Source: an optimization exercise on an open RTL-to-GDS flow (aim: small area). Production flows keep margins and buffers that such runs may drop. Function was checked by simulation only, so behaviour that the tests miss may differ from the original. Power and IR drop assume default switching activity.

==> design.v <==
module uart_tx_top(
input clk, rst, baud_pulse, pen, thre, stb, sticky_parity, eps, set_break,
input [7:0] din,
input [1:0] wls,
output reg pop, sreg_empty,tx
);
typedef enum logic [1:0] {idle = 0, start = 1 , send = 2 , parity = 3} state_type;
state_type state;
 reg [7:0] shft_reg;
 reg tx_data;
 reg d_parity;
 reg [2:0] bitcnt;
 reg [4:0] count;
 reg parity_out;
 always@(posedge clk, posedge rst)
 begin
     if(rst)
       begin
       state  <= idle;
       count  <= 5'd15;
       bitcnt <= 0;
       shft_reg   <= 8'h00;
       pop        <= 1'b0;
       sreg_empty <= 1'b1;
       tx_data    <= 1'b1;  
       d_parity   <= 1'b0;
       parity_out <= 1'b0;
       end
     else
      begin
       pop <= 1'b0;   
       if(baud_pulse)
        begin
           case(state)
             idle:
              begin
                if(thre == 1'b0)  
                begin
                    if(count != 0)
                      begin
                      count <= count - 1;
                      state <= idle;
                      end
                    else
                      begin
                      count <= 5'd15;
                      state <= start;
                      bitcnt  <= {1'b1,wls};
                         pop         <= 1'b1;   
                         shft_reg    <= din;    
                         sreg_empty  <= 1'b0;
                         tx_data <= 1'b0;  
                      end
                 end
              end
             start:
               begin
                     if( count != 0)
                      begin
                      count <= count - 1;
                      state <= start;
                      end
                    else
                      begin
                      count  <= 5'd15;
                      state  <= send;
                         case(wls)
                         2'b00: d_parity <= ^shft_reg[4:0];
                         2'b01: d_parity <= ^shft_reg[5:0];
                         2'b10: d_parity <= ^shft_reg[6:0];
                         2'b11: d_parity <= ^shft_reg[7:0];
                         endcase
                      tx_data    <= shft_reg[0];
                      shft_reg   <= shft_reg >> 1;
                      end
               end
             send:
               begin
                       case({sticky_parity, eps})
                        2'b00: parity_out <= ~d_parity;
                        2'b01: parity_out <= d_parity;
                        2'b10: parity_out <= 1'b1;
                        2'b11: parity_out <= 1'b0;
                        endcase
                     if(bitcnt != 0)
                          begin
                                if(count != 0)
                                  begin
                                  count <= count - 1;
                                  state <= send;
                                  end
                                else
                                  begin
                                  count <= 5'd15;
                                  bitcnt <= bitcnt - 1;
                                  tx_data    <= shft_reg[0];
                                  shft_reg   <= shft_reg >> 1;
                                  state <= send;
                                  end
                             end
                       else
                          begin
                                if(count != 0)
                                  begin
                                  count <= count - 1;
                                  state <= send;
                                  end
                                else
                                  begin
                                   count <= 5'd15;
                                   sreg_empty <= 1'b1;
                                      if(pen == 1'b1)
                                       begin
                                         state <= parity;
                                         count <= 5'd15;
                                         tx_data <= parity_out;
                                       end
                                      else
                                       begin
                                         tx_data <= 1'b1;
                                         count   <= (stb == 1'b0 )? 5'd15 :(wls == 2'b00) ? 5'd23 : 5'd31;
                                         state   <= idle;
                                       end
                                  end
                        end 
               end
             parity:
               begin
                     if(count != 0)
                      begin
                      count <= count - 1;
                      state <= parity;
                      end
                    else
                      begin
                      tx_data <= 1'b1;
                      count   <= (stb == 1'b0 )? 5'd15 :(wls == 2'b00) ? 5'd17 : 5'd31;
                      state <= idle;
                      end
               end
             default: ;
            endcase
        end
      end
 end
always@(posedge clk, posedge rst)
begin
if(rst)
  tx <= 1'b1;
else
  tx <= tx_data & ~set_break;
end
endmodule
module uart_rx_top(
input clk, rst, baud_pulse, rx, sticky_parity, eps,
input pen,
input [1:0] wls,
output reg push,
output reg pe, fe, bi,
output reg [7:0] dout
    );
typedef enum logic [2:0] {idle = 0, start = 1, read = 2, parity = 3, stop = 4} state_type;
state_type state;
reg rx_reg;
wire fall_edge;
always@(posedge clk, posedge rst)
begin
if(rst)
  rx_reg <= 1'b1;
else
  rx_reg <= rx;
end
assign fall_edge = rx_reg;
 reg [2:0] bitcnt;
 reg [3:0] count;
 reg par_bit;  
 wire exp_parity;  
 assign exp_parity = sticky_parity ? ~eps : (eps ? ^dout : ~^dout);
always@(posedge clk, posedge rst)
 begin
 if(rst)
  begin
  state <= idle;
  push  <= 1'b0;
  pe    <= 1'b0;
  fe    <= 1'b0;
  bi    <= 1'b0;
  bitcnt <= 3'h0;
  count  <= 4'h0;
  dout   <= 8'h00;
  par_bit <= 1'b0;
  end
 else
   begin
      push  <= 1'b0;
      if(baud_pulse)
         begin
                   case(state)
                           idle :
                           begin
                             if(!fall_edge)
                             begin
                             state <= start;
                             count <= 4'd15;
                             end
                             else
                             begin
                             state <= idle;
                             end
                           end
                           start:
                           begin
                           count <= count - 1;
                           if(count == 4'd7)
                                begin
                                     if(rx == 1'b1)
                                       begin
                                       state <= idle;
                                       count <= 4'd15;
                                       end
                                      else
                                       begin
                                       state <= start;
                                       end
                                end
                           else if (count == 0)
                                 begin
                                 state <= read;
                                 count <= 4'd15;
                                 bitcnt <= {1'b1,wls};
                                 pe      <= 1'b0;
                                 par_bit <= 1'b0;
                                 end
                           end
                           read: begin
                               count <= count - 1;
                                if(count == 4'd7)
                                begin
                                            case(wls)
                                            2'b00: dout <= {3'b000, rx, dout[4:1]};
                                            2'b01: dout <= {2'b00 , rx, dout[5:1]};
                                            2'b10: dout <= {1'b0  , rx, dout[6:1]};
                                            2'b11: dout <= {        rx, dout[7:1]};
                                            endcase
                                            state <= read;
                                end
                               else if (count == 0)
                                begin
                                        if(bitcnt == 0)
                                               begin
                                                       if(pen == 1'b1)
                                                             begin
                                                                 state <= parity;
                                                                 count  <= 4'd15;
                                                              end
                                                          else
                                                                begin
                                                                state <= stop;
                                                                count  <= 4'd15;
                                                                end
                                                         end   
                                           else
                                                      begin
                                                      bitcnt <= bitcnt - 1;
                                                      state  <= read;
                                                      count  <= 4'd15;
                                                      end   
                                 end
                           end
                           parity:
                           begin
                                 count <= count - 1;
                                         if(count == 4'd7)
                                            begin
                                             pe      <= rx ^ exp_parity;
                                             par_bit <= rx;
                                             state <= parity;
                                            end
                                       else if (count == 0)
                                             begin
                                             state <= stop;
                                             count <= 4'd15;
                                             end
                           end
                           stop : begin
                                  count <= count - 1;
                                      if(count == 4'd7)
                                            begin
                                             fe    <= ~rx;
                                             bi    <= ~rx & ~|dout & ~par_bit;
                                             push  <= 1'b1;
                                             state <= stop;
                                            end
                                       else if (count == 0)
                                             begin
                                             state <= idle;
                                             count <= 4'd15;
                                             end
                                  end
                           default: state <= idle;
                   endcase
         end
   end
 end
endmodule
   typedef struct packed {
    logic  [1:0] rx_trigger;         
    logic [1:0] reserved;           
    logic       dma_mode;           
    logic       tx_rst;             
    logic       rx_rst;             
    logic       ena;                
  } fcr_t;  
   typedef struct packed {
    logic       dlab;
    logic       set_break;
    logic       stick_parity;
    logic       eps;
    logic       pen;
    logic       stb;
    logic [1:0] wls;
  } lcr_t;
   typedef struct packed {
    logic       rx_fifo_error;
    logic       temt;               
    logic       thre;               
    logic       bi;                 
    logic       fe;                 
    logic       pe;                 
    logic       oe;                 
    logic       dr;                 
  } lsr_t;  
 typedef struct packed {
 fcr_t       fcr;
 lcr_t       lcr;
 lsr_t       lsr;
 logic [7:0] scr;
 } csr_t;
 typedef struct packed {
    logic [7:0] dmsb;                
    logic [7:0] dlsb;                
  } div_t;
module regs_uart(
input clk, rst,
input wr_i,rd_i,
input rx_fifo_empty_i,
input rx_oe, rx_pe, rx_fe, rx_bi,
input tx_fifo_empty_i, tx_sreg_empty_i,
input [2:0] addr_i,
input [7:0] din_i,
output tx_push_o,  
output rx_pop_o,  
output baud_out,  
output tx_rst, rx_rst,
output [3:0] rx_fifo_threshold,
output reg [7:0] dout_o,
output csr_t csr_o,
input [7:0] rx_fifo_in
);
csr_t csr;  
wire tx_fifo_wr;
assign tx_fifo_wr = wr_i & (addr_i == 3'b000) & (csr.lcr.dlab == 1'b0);
assign tx_push_o = tx_fifo_wr;   
wire rx_fifo_rd;
assign rx_fifo_rd = rd_i & (addr_i == 3'b000) & (csr.lcr.dlab == 1'b0);
assign rx_pop_o = rx_fifo_rd;  
  div_t dl;
   always @(posedge clk, posedge rst)
     begin
     if (rst)
        dl.dlsb <= 8'h00;
     else if ( wr_i && addr_i == 3'b000 && csr.lcr.dlab == 1'b1)
        begin
        dl.dlsb <= din_i;
        end
     end
   always @(posedge clk, posedge rst)
     begin
     if (rst)
        dl.dmsb <= 8'h00;
     else if ( wr_i && addr_i == 3'b001 && csr.lcr.dlab == 1'b1)
        begin
        dl.dmsb <= din_i;
        end
     end
 reg update_baud;
 reg [15:0] baud_cnt;
 reg baud_pulse;
    always @(posedge clk, posedge rst)
    begin
       if (rst)
         update_baud <= 1'b0;
       else
         update_baud <=  wr_i & (csr.lcr.dlab == 1'b1) & ((addr_i == 3'b000) | (addr_i == 3'b001));
    end
   always @(posedge clk, posedge rst)
   begin
    if (rst)
      baud_cnt  <= 16'h0;
    else if (update_baud || baud_cnt == 16'h0000)
      baud_cnt <= dl;
    else
      baud_cnt <= baud_cnt -1;
   end
   always @(posedge clk, posedge rst)
    begin
      if (rst)
        baud_pulse <= 1'b0;
      else
        baud_pulse <= |dl & ~|baud_cnt;
    end
assign baud_out = baud_pulse;  
   always @(posedge clk, posedge rst)
   begin
     if(rst)
       begin
       csr.fcr <= 8'h00;
       end
      else if (wr_i == 1'b1 && addr_i == 3'h2)
       begin
       csr.fcr.rx_trigger <= din_i[7:6];
       csr.fcr.dma_mode   <= din_i[3];
       csr.fcr.tx_rst     <= din_i[2];
       csr.fcr.rx_rst     <= din_i[1];
       csr.fcr.ena        <= din_i[0];
       end
       else
       begin
       csr.fcr.tx_rst     <= 1'b0;
       csr.fcr.rx_rst     <= 1'b0;
       end
   end
assign tx_rst = csr.fcr.tx_rst;   
assign rx_rst = csr.fcr.rx_rst;
reg [3:0] rx_fifo_th_count;
always_comb
begin
if(csr.fcr.ena == 1'b0)
 begin
  rx_fifo_th_count = 4'd0;
 end
else
 case(csr.fcr.rx_trigger)
  2'b00: rx_fifo_th_count = 4'd1;
  2'b01: rx_fifo_th_count = 4'd4;
  2'b10: rx_fifo_th_count = 4'd8;
  2'b11: rx_fifo_th_count = 4'd14;
 endcase
end
assign rx_fifo_threshold = rx_fifo_th_count;    
 always @(posedge clk, posedge rst)
   begin
     if(rst)
       begin
       csr.lcr <= 8'h00;
       end
     else if (wr_i == 1'b1 && addr_i == 3'h3)
       begin
       csr.lcr <= din_i;
       end
   end
 wire read_lsr;
 assign read_lsr = (rd_i == 1) & (addr_i == 3'h5);
always@(posedge clk, posedge rst)
begin
if(rst)
begin
csr.lsr <= 8'h60;  
end
else
begin
csr.lsr.dr   <=  ~rx_fifo_empty_i;
csr.lsr.oe   <=   rx_oe | (csr.lsr.oe & ~read_lsr);  
csr.lsr.pe   <=   rx_pe;
csr.lsr.fe   <=   rx_fe;
csr.lsr.bi   <=   rx_bi;
csr.lsr.thre <=   tx_fifo_empty_i;
csr.lsr.temt <=   tx_fifo_empty_i & tx_sreg_empty_i;
csr.lsr.rx_fifo_error <= 1'b0;
end
end
 always @(posedge clk, posedge rst)
   begin
     if(rst)
       begin
       csr.scr <= 8'h00;
       end
     else if (wr_i == 1'b1 && addr_i == 3'h7)
       begin
       csr.scr <= din_i;
       end
   end
always@(posedge clk, posedge rst)
begin
if (rst)
  dout_o <= 8'h00;
else
case(addr_i)
0: dout_o <= csr.lcr.dlab ? dl.dlsb : (rx_fifo_empty_i ? 8'h00 : rx_fifo_in);
1: dout_o <= csr.lcr.dlab ? dl.dmsb : 8'h00;  
2: dout_o <= 8'h00;  
3: dout_o <= csr.lcr;  
4: dout_o <= 8'h00;  
5: dout_o <= csr.lsr;  
6: dout_o <= 8'h00;  
7: dout_o <= csr.scr;  
default: ;
endcase
end
assign csr_o = csr;
endmodule
module fifo_top(
input rst, clk, en, clr, push_in, pop_in,
input [7:0] din,
output [7:0] dout,
output empty, full, overrun, underrun,
input [3:0] threshold,
output thre_trigger
);
reg [7:0] mem [16];
reg [4:0] cnt;   
logic push , pop ;
wire empty_t, full_t;
assign empty_t = (cnt == 5'd0);
assign full_t  = en ? (cnt == 5'd16) : (cnt != 5'd0);
assign push = push_in & ~full_t;
assign pop  = pop_in  & ~empty_t;
assign dout = mem[0];
always@(posedge clk, posedge rst)
begin
if(rst)
  cnt <= 5'd0;
else if(clr)
  cnt <= 5'd0;
else
  case({push, pop})
  2'b10: cnt <= cnt + 5'd1;
  2'b01: cnt <= cnt - 5'd1;
  default: ;
  endcase
end
wire [4:0] widx;
assign widx = pop ? cnt - 5'd1 : cnt;
always@(posedge clk)
begin
if(pop)
  begin
  for(int i = 0; i < 15; i++)
    begin
    mem[i] <= mem[i+1];
    end
  end
if(push)
  mem[widx[3:0]] <= din;
end
reg underrun_t;
always@(posedge clk, posedge rst)
begin
 if(rst)
  underrun_t <= 1'b0;
 else if(pop_in == 1'b1 && empty_t == 1'b1)
  underrun_t <= 1'b1;
 else
  underrun_t <= 1'b0;
end
reg overrun_t;
always@(posedge clk, posedge rst)
begin
if(rst)
   overrun_t <= 1'b0;
  else if(push_in == 1'b1 && full_t == 1'b1)
   overrun_t <= 1'b1;
  else
   overrun_t <= 1'b0;
end
reg thre_t;
always@(posedge clk, posedge rst)
begin
if(rst)
  begin
  thre_t <= 1'b0;
  end
  else if(push ^ pop)
  begin
  thre_t <= (cnt >= {1'b0, threshold}) ? 1'b1 : 1'b0;
  end
end
assign empty = empty_t;
assign full = full_t;
assign overrun = overrun_t;
assign underrun = underrun_t;
assign thre_trigger = thre_t;
endmodule
module all_mod(
input clk, rst, wr, rd,
input rx,
input [2:0] addr,
input [7:0] din,
output tx,
output [7:0] dout
    );
 csr_t       csr;
 wire baud_pulse;
 wire tx_fifo_pop;
 wire [7:0] tx_fifo_out;
 wire tx_fifo_push;
 wire tx_fifo_empty;
 wire tx_sreg_empty;
 wire r_oe, r_pe, r_fe, r_bi;
 wire rx_fifo_push, rx_fifo_pop;
 wire rx_fifo_empty;
 wire [7:0] rx_out;
 wire [7:0] rx_fifo_out;
 wire [3:0] rx_fifo_threshold;
 wire tx_rst, rx_rst;
regs_uart uart_regs_inst (
    .clk (clk),
    .rst (rst),
    .wr_i (wr),
    .rd_i (rd),
    .rx_fifo_empty_i (rx_fifo_empty),
    .rx_oe (r_oe),
    .rx_pe (r_pe),
    .rx_fe (r_fe),
    .rx_bi (r_bi),
    .tx_fifo_empty_i (tx_fifo_empty),
    .tx_sreg_empty_i (tx_sreg_empty),
    .addr_i (addr),
    .din_i (din),
    .tx_push_o (tx_fifo_push),
    .rx_pop_o (rx_fifo_pop),
    .baud_out (baud_pulse),
    .tx_rst (tx_rst),
    .rx_rst (rx_rst),
    .rx_fifo_threshold (rx_fifo_threshold),
    .dout_o (dout),
    .csr_o (csr),
    .rx_fifo_in(rx_fifo_out)
);
uart_tx_top uart_tx_inst (
    .clk (clk),
    .rst (rst),
    .baud_pulse (baud_pulse),
    .pen (csr.lcr.pen),
    .thre (tx_fifo_empty),
    .stb (csr.lcr.stb),
    .sticky_parity (csr.lcr.stick_parity),
    .eps (csr.lcr.eps),
    .set_break (csr.lcr.set_break),
    .din (tx_fifo_out),
    .wls (csr.lcr.wls),
    .pop (tx_fifo_pop),
    .sreg_empty (tx_sreg_empty),
    .tx (tx)
);
fifo_top tx_fifo_inst (
    .rst (rst),
    .clk (clk),
    .en (csr.fcr.ena),
    .clr (tx_rst),
    .push_in (tx_fifo_push),
    .pop_in (tx_fifo_pop),
    .din (din),
    .dout (tx_fifo_out),
    .empty (tx_fifo_empty),
    .full (),
    .overrun (),
    .underrun (),
    .threshold (4'h0),
    .thre_trigger ()
);
 uart_rx_top uart_rx_inst (
    .clk (clk),
    .rst (rst),
    .baud_pulse (baud_pulse),
    .rx (rx),
    .sticky_parity (csr.lcr.stick_parity),
    .eps (csr.lcr.eps),
    .pen (csr.lcr.pen),
    .wls (csr.lcr.wls),
    .push (rx_fifo_push),
    .pe (r_pe),
    .fe (r_fe),
    .bi (r_bi),
    .dout(rx_out)
);
fifo_top rx_fifo_inst (
    .rst (rst),
    .clk (clk),
    .en (csr.fcr.ena),
    .clr (rx_rst),
    .push_in (rx_fifo_push),
    .pop_in (rx_fifo_pop),
    .din (rx_out),
    .dout (rx_fifo_out),
    .empty (rx_fifo_empty),
    .full (),
    .overrun (r_oe),
    .underrun (),
    .threshold (rx_fifo_threshold),
    .thre_trigger ()
);
endmodule
==> run.sh <==
#!/bin/bash
# synth_recipe.tcl (not shown) runs the flow's synth.tcl, then flattens the netlist and writes it again
# the make line also repeats each setting of config.mk as NAME=value (left out here)
make -C /OpenROAD-flow-scripts/flow DESIGN_CONFIG=/design/flow/config.mk WORK_HOME=/design/flow/orfs CLKGATE_MAP_FILE= SYNTH_SCRIPT=/design/flow/synth_recipe.tcl finish
==> config.mk <==
export PLATFORM = sky130hd
export DESIGN_NAME = all_mod
export DESIGN_NICKNAME = all_mod
export VERILOG_FILES = /design/flow/design.v
export SDC_FILE = /design/flow/constraint.sdc
export NUM_CORES = 4
export LEC_CHECK = 0
export CAP_MARGIN = 20
export CORE_MARGIN = 2
export CORE_UTILIZATION = 40
export SLEW_MARGIN = 20
==> constraint.sdc <==
create_clock -name core_clock -period 10.0 [get_ports {clk}]
set_input_delay 2.0000 -clock core_clock [delete_from_list [all_inputs] [get_ports {clk}]]
set_output_delay 2.0000 -clock core_clock [all_outputs]
set_load 0.01 [all_outputs]
==> results by group, run 1 <==
Pwr
  • Worst ir drop on vdd: 120 µV
  • Leakage: 7.21 nW
  • Final Total Pwr: 4.01 mW
  • Pwr dens: 195 mW/mm²

Layout
  • Multi-input logic area: 0.00718 mm²
  • Cell area after layout: 0.0206 mm²
  • Area delta synth->final: 11.2%
  • Register area: 0.0109 mm²
  • N_diodes: 0
  • Filler instances: 4,135
  • Biggest regs: rx_fifo_inst.mem: 128 flops, tx_fifo_inst.mem: 128 flops, uart_regs_inst.csr: 26 flops
  • # nets final: 1,405
  • Non-Filler Instances: 1,999
  • Layout cell share with drive strength beyond 1: 31.8%

Yosys
  • Synth top area cells: edfxtp_1, mux2_2, dfrtp_1, nand2_1, o21ai_0
  • Seq/Total Area, Yosys: 58.8%
  • Yosys top cell area share: 41.5%
  • Async SR Flop Fraction: 33.2%
  • Yosys warns: 4
  • Syn Inst Count: 1,366
  • Number of synthesized register bits: 383
  • Syn Area/Cell: 13.5 µm²
  • Synth cell types: 84
  • Syn Nets: 1,403
  • EDFF count, synth: 256
  • Cell taking the most area after synthesis: edfxtp_1
  • Ys flop type: edfxtp_1
  • Post-Syn Area: 0.0185 mm²

Drt
  • Final ANT Viol Nets: 0
  • Drt first pass iters: 8
  • DR vias: 10,700
  • WL final: 36,800 µm
  • DRT iter0 DRCs: 682
  • Drc violations: 0
  • Wirelength per Cell: 18.4 µm
  • Detail-routed via count per cell: 5.37

Clocking
  • Clk sink count: 383
  • CTS Hold Buffers Added: 0
  • Postcts setup bufs: 0
  • Clock transition at path regs: 60 ps
  • CTS resizes: 0
  • Maximum buffer depth of the clock tree: 3
  • Clock tree root driver cell: clkbuf_16
  • CTS HTree Levels: 2
  • CTS tree: done
  • TritonCTS Buffers: 42
  • Worst skew pair latency: 570 ps

Critical path
  • Crit-path leading delay family: simple AND/OR/NAND/NOR gates
  • Data arrival, critical path: 5970 ps
  • Worst Setup End Kind: flip-flop
  • CP Launch Type: primary input
  • Crit-path cells: clkdlybuf4s50_1 > or4b_1 > nor3_2 > mux2_2 > nor3_2 > mux2_2
  • Crit path kind: in2reg
  • CP Buf/Inv Count: 1
  • Critical path required time: 10,300 ps
  • Critical Path Max Stage Delay: 840 ps
  • Critical path's slowest cell: or4b_1
  • Critical Path Fanout Max: 23

STA
  • Clock period minus worst slack: 5670 ps
  • Final worst path period share: 56.7%
  • Setup total negative slack: 0 ps
  • Fin. Hold Viols: 0
  • Worst slew pin tran: 1070 ps
  • Fin. max-slew vios: 0
  • Achievable frequency: 176 MHz
  • Final setup viols: 0
  • Worst Skew: 22.5 ps
  • Slew margin rel.: 28.2%
  • RSZ-0062 raised after global routing: false

GRT
  • First-pass GRT wire length: 59,900 µm
  • Overall global routing resource usage: 15.8%
  • Vias in the first global route: 10,800
  • Grt ovf: 0
  • Initial antenna violation count: 0
  • Largest net degree at the start of global routing: 67

Floorplanning
  • Initial Util: 40.7%
  • Cell row count: 78
  • Die footprint: 0.0480 mm²
  • Chip width: 219 µm
  • Die H: 219 µm
  • I/O pins: 25
  • Area of the core: 0.0455 mm²

Job
  • # Max-Cap Violations: 0

Placed design
  • Port bufs: 24
  • Dpl cell area: 0.0193 mm²
  • Placed Cells: 1,923
  • GPL Wtd Cong: 0.788
  • HPWL after DPL: 24,000 µm

Hold path
  • Worst Hold Class: reg2reg

Run status
  • Status: complete, no violations
synthesized netlist by cell type, types with 22 or more instances:
master / count
or2_2: 25
a21oi_1: 52
edfxtp_1: 256
dfrtp_1: 117
nor3_1: 22
nand2_1: 74
nor2_1: 64
nand3_1: 22
clkbuf_1: 62
mux2_2: 289
inv_1: 43
xnor2_1: 25
o21ai_0: 55
stage by stage:
step	hold slack, ps	worst slack, ps	util (%)
floorplan	354	4630	-
detailed placement	368	3750	42.4
global route	399	4120	45.3
global placement	364	3820	42.4
finish	386	4330	45.3
CTS	384	4340	45.3
cells in the final DEF (no fill, tap or decap), types with 23 or more instances in the layout:
master	instances
mux2_2	289
edfxtp_1	256
dfrtp_1	117
nand2_1	74
nor2_1	64
o21ai_0	53
a21oi_1	52
clkbuf_16	45
inv_1	42
xnor2_1	25
or2_2	25
clkdlybuf4s50_1	23
per-layer routing:
metal	track usage (%)	routed length [µm]	up-vias
li1	-	-	5116
met1	21.2	17000	5410
met2	26.2	17700	151
met3	2.90	1320	51
met4	4.57	735	0
met5	0	0	-
report_power, final:
| part | leakage [nW] | internal [mW] | switching (mW) |
|---|---|---|---|
| Sequential | 3.85 | 1.80 | 0.153 |
| Combinational | 2.73 | 0.250 | 0.330 |
| Clock | 0.630 | 0.855 | 0.621 |
cells by family (layout without fill, tap and decap cells):
group | after synthesis | after routing | share of synthesized area, %
buffers and inverters | 121 | 154 | 2.55
muxes | 310 | 310 | 18.8
and+or+nand+nor | 315 | 315 | 10.3
AOI/OAI and AO/OA | 183 | 183 | 6.48
xor gates and xnor gates | 33 | 33 | 1.66
adders and majority gates | 21 | 21 | 1.42
DFF | 383 | 383 | 58.8
final timing paths:
kind | startpoint | slack, ps | depth (start not counted) | end
max | addr[0] | 4330 | 6 | rx_fifo_inst.mem[13][7]$_DFFE_PP_
min | uart_rx_inst.fe$_DFFE_PP0P_ | 390 | 0 | uart_regs_inst.csr[11]$_DFF_PP0_
max reg2reg | rx_fifo_inst.cnt[0]$_DFFE_PP0P_ | 6020 | 7 | rx_fifo_inst.mem[9][4]$_DFFE_PP_
min reg2reg | uart_rx_inst.fe$_DFFE_PP0P_ | 390 | 0 | uart_regs_inst.csr[11]$_DFF_PP0_
max in group asynchronous | rst | 6850 | 3 | uart_tx_inst.shft_reg[6]$_DFFE_PP0P_
min in group asynchronous | rst | 1890 | 2 | uart_regs_inst.baud_cnt[5]$_DFF_PP0_
final cells by class:
| type | instances | share of cell area (%) |
|---|---|---|
| clock buffer | 59 | 5.77 |
| clock inverter | 16 | 0.559 |
| inverter | 45 | 0.845 |
| multi-input combinational | 862 | 34.9 |
| sequential | 383 | 52.8 |
| tap | 600 | 3.65 |
| timing repair buffer | 34 | 1.49 |
==> run 2, diff against run 1 <==
--- a/design.v
+++ b/design.v
@@ -513,83 +513,45 @@
 input rst, clk, en, clr, push_in, pop_in,
 input [7:0] din,
 output [7:0] dout,
-output empty, full, overrun, underrun,
-input [3:0] threshold,
-output thre_trigger
+output empty, overrun
 );
 reg [7:0] mem [16];
-reg [4:0] cnt;   
-logic push , pop ;
-wire empty_t, full_t;
-assign empty_t = (cnt == 5'd0);
-assign full_t  = en ? (cnt == 5'd16) : (cnt != 5'd0);
-assign push = push_in & ~full_t;
-assign pop  = pop_in  & ~empty_t;
-assign dout = mem[0];
+reg [4:0] hd;   
+wire empty_t = hd[4];
+wire full_t  = en ? (hd == 5'd15) : ~hd[4];
+wire push = push_in & ~full_t;
+wire pop  = pop_in  & ~empty_t;
+assign dout = mem[hd[3:0]];
 always@(posedge clk, posedge rst)
 begin
 if(rst)
-  cnt <= 5'd0;
+  hd <= 5'h1f;
 else if(clr)
-  cnt <= 5'd0;
-else
-  case({push, pop})
-  2'b10: cnt <= cnt + 5'd1;
-  2'b01: cnt <= cnt - 5'd1;
-  default: ;
-  endcase
+  hd <= 5'h1f;
+else if(push & ~pop)
+  hd <= hd + 5'd1;
+else if(pop & ~push)
+  hd <= hd - 5'd1;
 end
-wire [4:0] widx;
-assign widx = pop ? cnt - 5'd1 : cnt;
 always@(posedge clk)
 begin
-if(pop)
+if(push)
   begin
-  for(int i = 0; i < 15; i++)
-    begin
-    mem[i] <= mem[i+1];
-    end
+  for(int i = 15; i > 0; i--)
+    mem[i] <= mem[i-1];
+  mem[0] <= din;
   end
-if(push)
-  mem[widx[3:0]] <= din;
-end
-reg underrun_t;
-always@(posedge clk, posedge rst)
-begin
- if(rst)
-  underrun_t <= 1'b0;
- else if(pop_in == 1'b1 && empty_t == 1'b1)
-  underrun_t <= 1'b1;
- else
-  underrun_t <= 1'b0;
 end
 reg overrun_t;
 always@(posedge clk, posedge rst)
 begin
 if(rst)
    overrun_t <= 1'b0;
-  else if(push_in == 1'b1 && full_t == 1'b1)
-   overrun_t <= 1'b1;
-  else
-   overrun_t <= 1'b0;
-end
-reg thre_t;
-always@(posedge clk, posedge rst)
-begin
-if(rst)
-  begin
-  thre_t <= 1'b0;
-  end
-  else if(push ^ pop)
-  begin
-  thre_t <= (cnt >= {1'b0, threshold}) ? 1'b1 : 1'b0;
-  end
+else
+   overrun_t <= push_in & full_t;
 end
 assign empty = empty_t;
-assign full = full_t;
 assign overrun = overrun_t;
-assign underrun = underrun_t;
-assign thre_trigger = thre_t;
 endmodule
 module all_mod(
 input clk, rst, wr, rd,
@@ -663,11 +625,7 @@
     .din (din),
     .dout (tx_fifo_out),
     .empty (tx_fifo_empty),
-    .full (),
-    .overrun (),
-    .underrun (),
-    .threshold (4'h0),
-    .thre_trigger ()
+    .overrun ()
 );
  uart_rx_top uart_rx_inst (
     .clk (clk),
@@ -694,10 +652,6 @@
     .din (rx_out),
     .dout (rx_fifo_out),
     .empty (rx_fifo_empty),
-    .full (),
-    .overrun (r_oe),
-    .underrun (),
-    .threshold (rx_fifo_threshold),
-    .thre_trigger ()
+    .overrun (r_oe)
 );
 endmodule
--- a/config.mk
+++ b/config.mk
@@ -5,7 +5,8 @@
 export SDC_FILE = /design/flow/constraint.sdc
 export NUM_CORES = 4
 export LEC_CHECK = 0
+export ABC_AREA = 1
 export CAP_MARGIN = 20
 export CORE_MARGIN = 2
-export CORE_UTILIZATION = 40
+export CORE_UTILIZATION = 65
 export SLEW_MARGIN = 20
==> run 2 against run 1 <==
Still clean. Area after synthesis shrank 10%. Combinational power grew 72%. Die area shrank 44%. Fmax grew 21%. Worst hold slack lost 1.5 ps. Worst setup slack gained 980 ps. Cell count grew 3.4%. Largest cell class unchanged.
==> results by group, run 2 <==
Yosys
  • Number of synthesized register bits: 383
  • Yosys top cell area share: 46.3%
  • Commonest cells post-synth: nand2_1, edfxtp_1, nor2_1
  • Syn Nets: 1,700
  • Post-Syn Area: 0.0166 mm²
  • Seq/Total Area, Yosys: 65.5%
  • Yosys warns: 5
  • Most frequent cell after synthesis: nand2_1
  • Syn Area/Cell: 10.0 µm²
  • Ys flop type: edfxtp_1
  • EDFF count, synth: 256
  • Synth top area cells: edfxtp_1, dfrtp_1, nand2_1, nor2_1, o21ai_0
  • Cell taking the most area after synthesis: edfxtp_1
  • Synth cell types: 46
  • Async SR Flop Fraction: 33.2%
  • Syn Inst Count: 1,659

Floorplanning
  • Die H: 164 µm
  • Die footprint: 0.0269 mm²
  • Chip width: 164 µm
  • Area of the core: 0.0251 mm²
  • Initial Util: 66.2%
  • I/O pins: 25
  • Cell row count: 58

Layout
  • Biggest regs: rx_fifo_inst.mem: 128 flops, tx_fifo_inst.mem: 128 flops, uart_regs_inst.csr: 26 flops
  • N_diodes: 0
  • Filler instances: 1,800
  • Most frequent cells in the layout: nand2_1, edfxtp_1, nor2_1, inv_1, o21ai_0
  • Non-Filler Instances: 2,067
  • # nets final: 1,749
  • Layout cell share with drive strength beyond 1: 5.58%
  • Commonest non-fill, non-tap cell in the layout: nand2_1
  • Area delta synth->final: 11.3%

STA
  • Achievable frequency: 213 MHz
  • Slew margin rel.: 19.0%
  • Final setup viols: 0
  • Fin. Hold Viols: 0
  • Clock period minus worst slack: 4690 ps
  • Setup total negative slack: 0 ps
  • RSZ-0062 raised after global routing: false
  • Final worst path period share: 46.9%
  • Fin. max-slew vios: 0
  • Worst Skew: 26.2 ps
  • Worst slew pin tran: 1210 ps

Run status
  • Status: complete, no violations

Pwr
  • Leakage: 7.76 nW
  • Worst ir drop on vdd: 282 µV
  • Pwr dens: 237 mW/mm²
  • Final Total Pwr: 4.38 mW

GRT
  • Grt ovf: 0
  • First-pass GRT wire length: 60,000 µm
  • Initial antenna violation count: 0
  • Overall global routing resource usage: 29.4%
  • Vias in the first global route: 11,200
  • Largest net degree at the start of global routing: 81

Placed design
  • Port bufs: 24
  • HPWL after DPL: 25,500 µm
  • Placed Cells: 1,997
  • GPL Wtd Cong: 0.877

Drt
  • Drt first pass iters: 6
  • Drc violations: 0
  • Detail-routed via count per cell: 5.82
  • Wirelength per Cell: 18.7 µm
  • Final ANT Viol Nets: 0
  • DR vias: 12,000
  • WL final: 38,700 µm
  • DRT iter0 DRCs: 1,405

Clocking
  • Clock tree root driver cell: clkbuf_16
  • CTS HTree Levels: 2
  • TritonCTS Buffers: 39
  • Clock transition at path regs: 60 ps
  • CTS resizes: 0
  • Maximum buffer depth of the clock tree: 3
  • CTS Hold Buffers Added: 0
  • Postcts setup bufs: 0
  • Worst skew pair latency: 540 ps
  • Clk sink count: 383
  • CTS tree: done

Critical path
  • Most used cell, CP: nand2_1
  • Data arrival, critical path: 5170 ps
  • CP Launch Type: primary input
  • Critical path's slowest cell: clkdlybuf4s50_1
  • Crit-path cells: clkdlybuf4s50_1 > inv_1 > nand2_1 > nor2_1 > inv_1 > nor2_4 > buf_4 > o21ai_2 > ha_1 > a21oi_1 > o21ai_0 > or2_2 > nand3_1 > nand2_1 > nand2_1
  • Worst Setup End Kind: flip-flop
  • Critical path required time: 10,480 ps
  • Critical Path Max Stage Delay: 520 ps
  • Crit path kind: in2reg
  • Critical Path Fanout Max: 50

Job
  • # Max-Cap Violations: 0

Hold path
  • Worst Hold Class: reg2reg
run 2: changes by cell type in the layout (fill, tap and decap cells not counted), moves of 15 or more:
cell     before  now
nand3_1      22   50
o21ai_0      53  110
nor2_1       64  161
nand2_1      74  596
inv_1        42  133
mux2i_1      16    0
mux2_2      289    0
xnor2_1      25   10
nand4_1       2   20
or2_2        25    1
run 2: through the flow:
stage          hold WS (ps)  instance area, µm²  utilization [%]  setup slack, ps
2_1_floorplan           348               16600                -             87.5
3_5_place_dp            362               17200             68.6             4770
5_1_grt                 393               18500             73.7             5070
4_1_cts                 383               18500             73.7             5330
6_report                385               18500             73.7             5310
3_3_place_gp            356               17200             68.6             4890
run 2: where the power goes:
group | total (mW) | leakage [nW] | internal [mW] | switching [mW]
Sequential | 1.94 | 3.81 | 1.82 | 0.120
Clock | 1.45 | 0.620 | 0.841 | 0.605
Combinational | 0.995 | 3.33 | 0.315 | 0.680
Total | 4.38 | 7.76 | 2.98 | 1.40
run 2: worst max-delay path: cells and delay by family:
kind,cells,cell delay [ps]
compound gates,3,520
fa+ha+maj,1,350
buf+inv,4,1370
simple gates,7,920
run 2: kinds of logic (layout without fill, tap and decap cells):
group / count (synthesis) / count (layout) / synth area share, %
AO/OA/AOI/OAI: 214 / 214 / 7.20
XOR/XNOR: 18 / 18 / 0.949
adder cells (fa/ha/maj): 25 / 25 / 1.97
buffers and inverters: 158 / 236 / 3.66
flip-flops: 383 / 383 / 65.5
AND/OR/NAND/NOR: 861 / 861 / 20.7
run 2: final timing paths:
path | from | to | depth (start not counted) | slack (ps)
min reg2reg | uart_rx_inst.pe$_DFFE_PP0P_ | uart_regs_inst.csr[10]$_DFF_PP0_ | 0 | 380
min in group asynchronous | rst | uart_rx_inst.count[1]$_DFFE_PP0P_ | 2 | 1920
max in group asynchronous | rst | uart_regs_inst.baud_cnt[1]$_DFF_PP0_ | 3 | 6660
max | addr[0] | tx_fifo_inst.hd[3]$_DFFE_PP1P_ | 15 | 5310
max reg2reg | uart_regs_inst.csr[23]$_DFFE_PP0P_ | tx_fifo_inst.hd[3]$_DFFE_PP1P_ | 14 | 6780
min | uart_rx_inst.pe$_DFFE_PP0P_ | uart_regs_inst.csr[10]$_DFF_PP0_ | 0 | 380
run 2: layer usage:
metal,GRT usage (%),wire length [µm],up-vias,share of wire (%)
met3,5.18,3400,81,8.8
li1,-,-,5642,-
met1,42.2,16200,5718,42
met4,8.49,933,0,2.4
met2,46.9,18100,579,47
met5,0,0,-,0
run 2: area by class of cell:
type                    instances  area [µm²]  area share, %
flip-flops and latches        383       10900           58.9
multi-input cells            1118        5130           27.7
clock buffers                  50        1080           5.83
inverters                     138         524           2.83
well taps                     330         413           2.23
repair buffers                 28         270           1.46
clock inverters                20         188           1.01

## afterwards: timing with drivers on the ports
The flow's constraints put no driver on any port. The routed layouts listed below were extracted and timed again, unchanged, in two steps.
Step 1 assumes that a clkbuf_16 drives the clock port and a buf_2 every other input.
Step 2 adds t to the input delays and takes it off the output delays; t is the mean of the earliest and latest rising clock arrival at the registers after step 1. Input paths then give back, and output paths get back, about the clock's delay inside the block.
Three values: ideal, step 1, step 2; two values: the first two.
run	t (ns)	setup slack, ns	slew at the worst register clock pin (ns)	cell pins on the clock port's net
run 1	0.605	4.329 / 4.347 / 3.742	0.06 / 0.06	1
run 2	0.576	5.307 / 5.329 / 4.753	0.06 / 0.06	1
After both steps setup and hold are still met in every run listed. For run 1, which loses most, drivers alone change the setup slack by +0.018 ns; drivers and shift together by -0.587 ns.
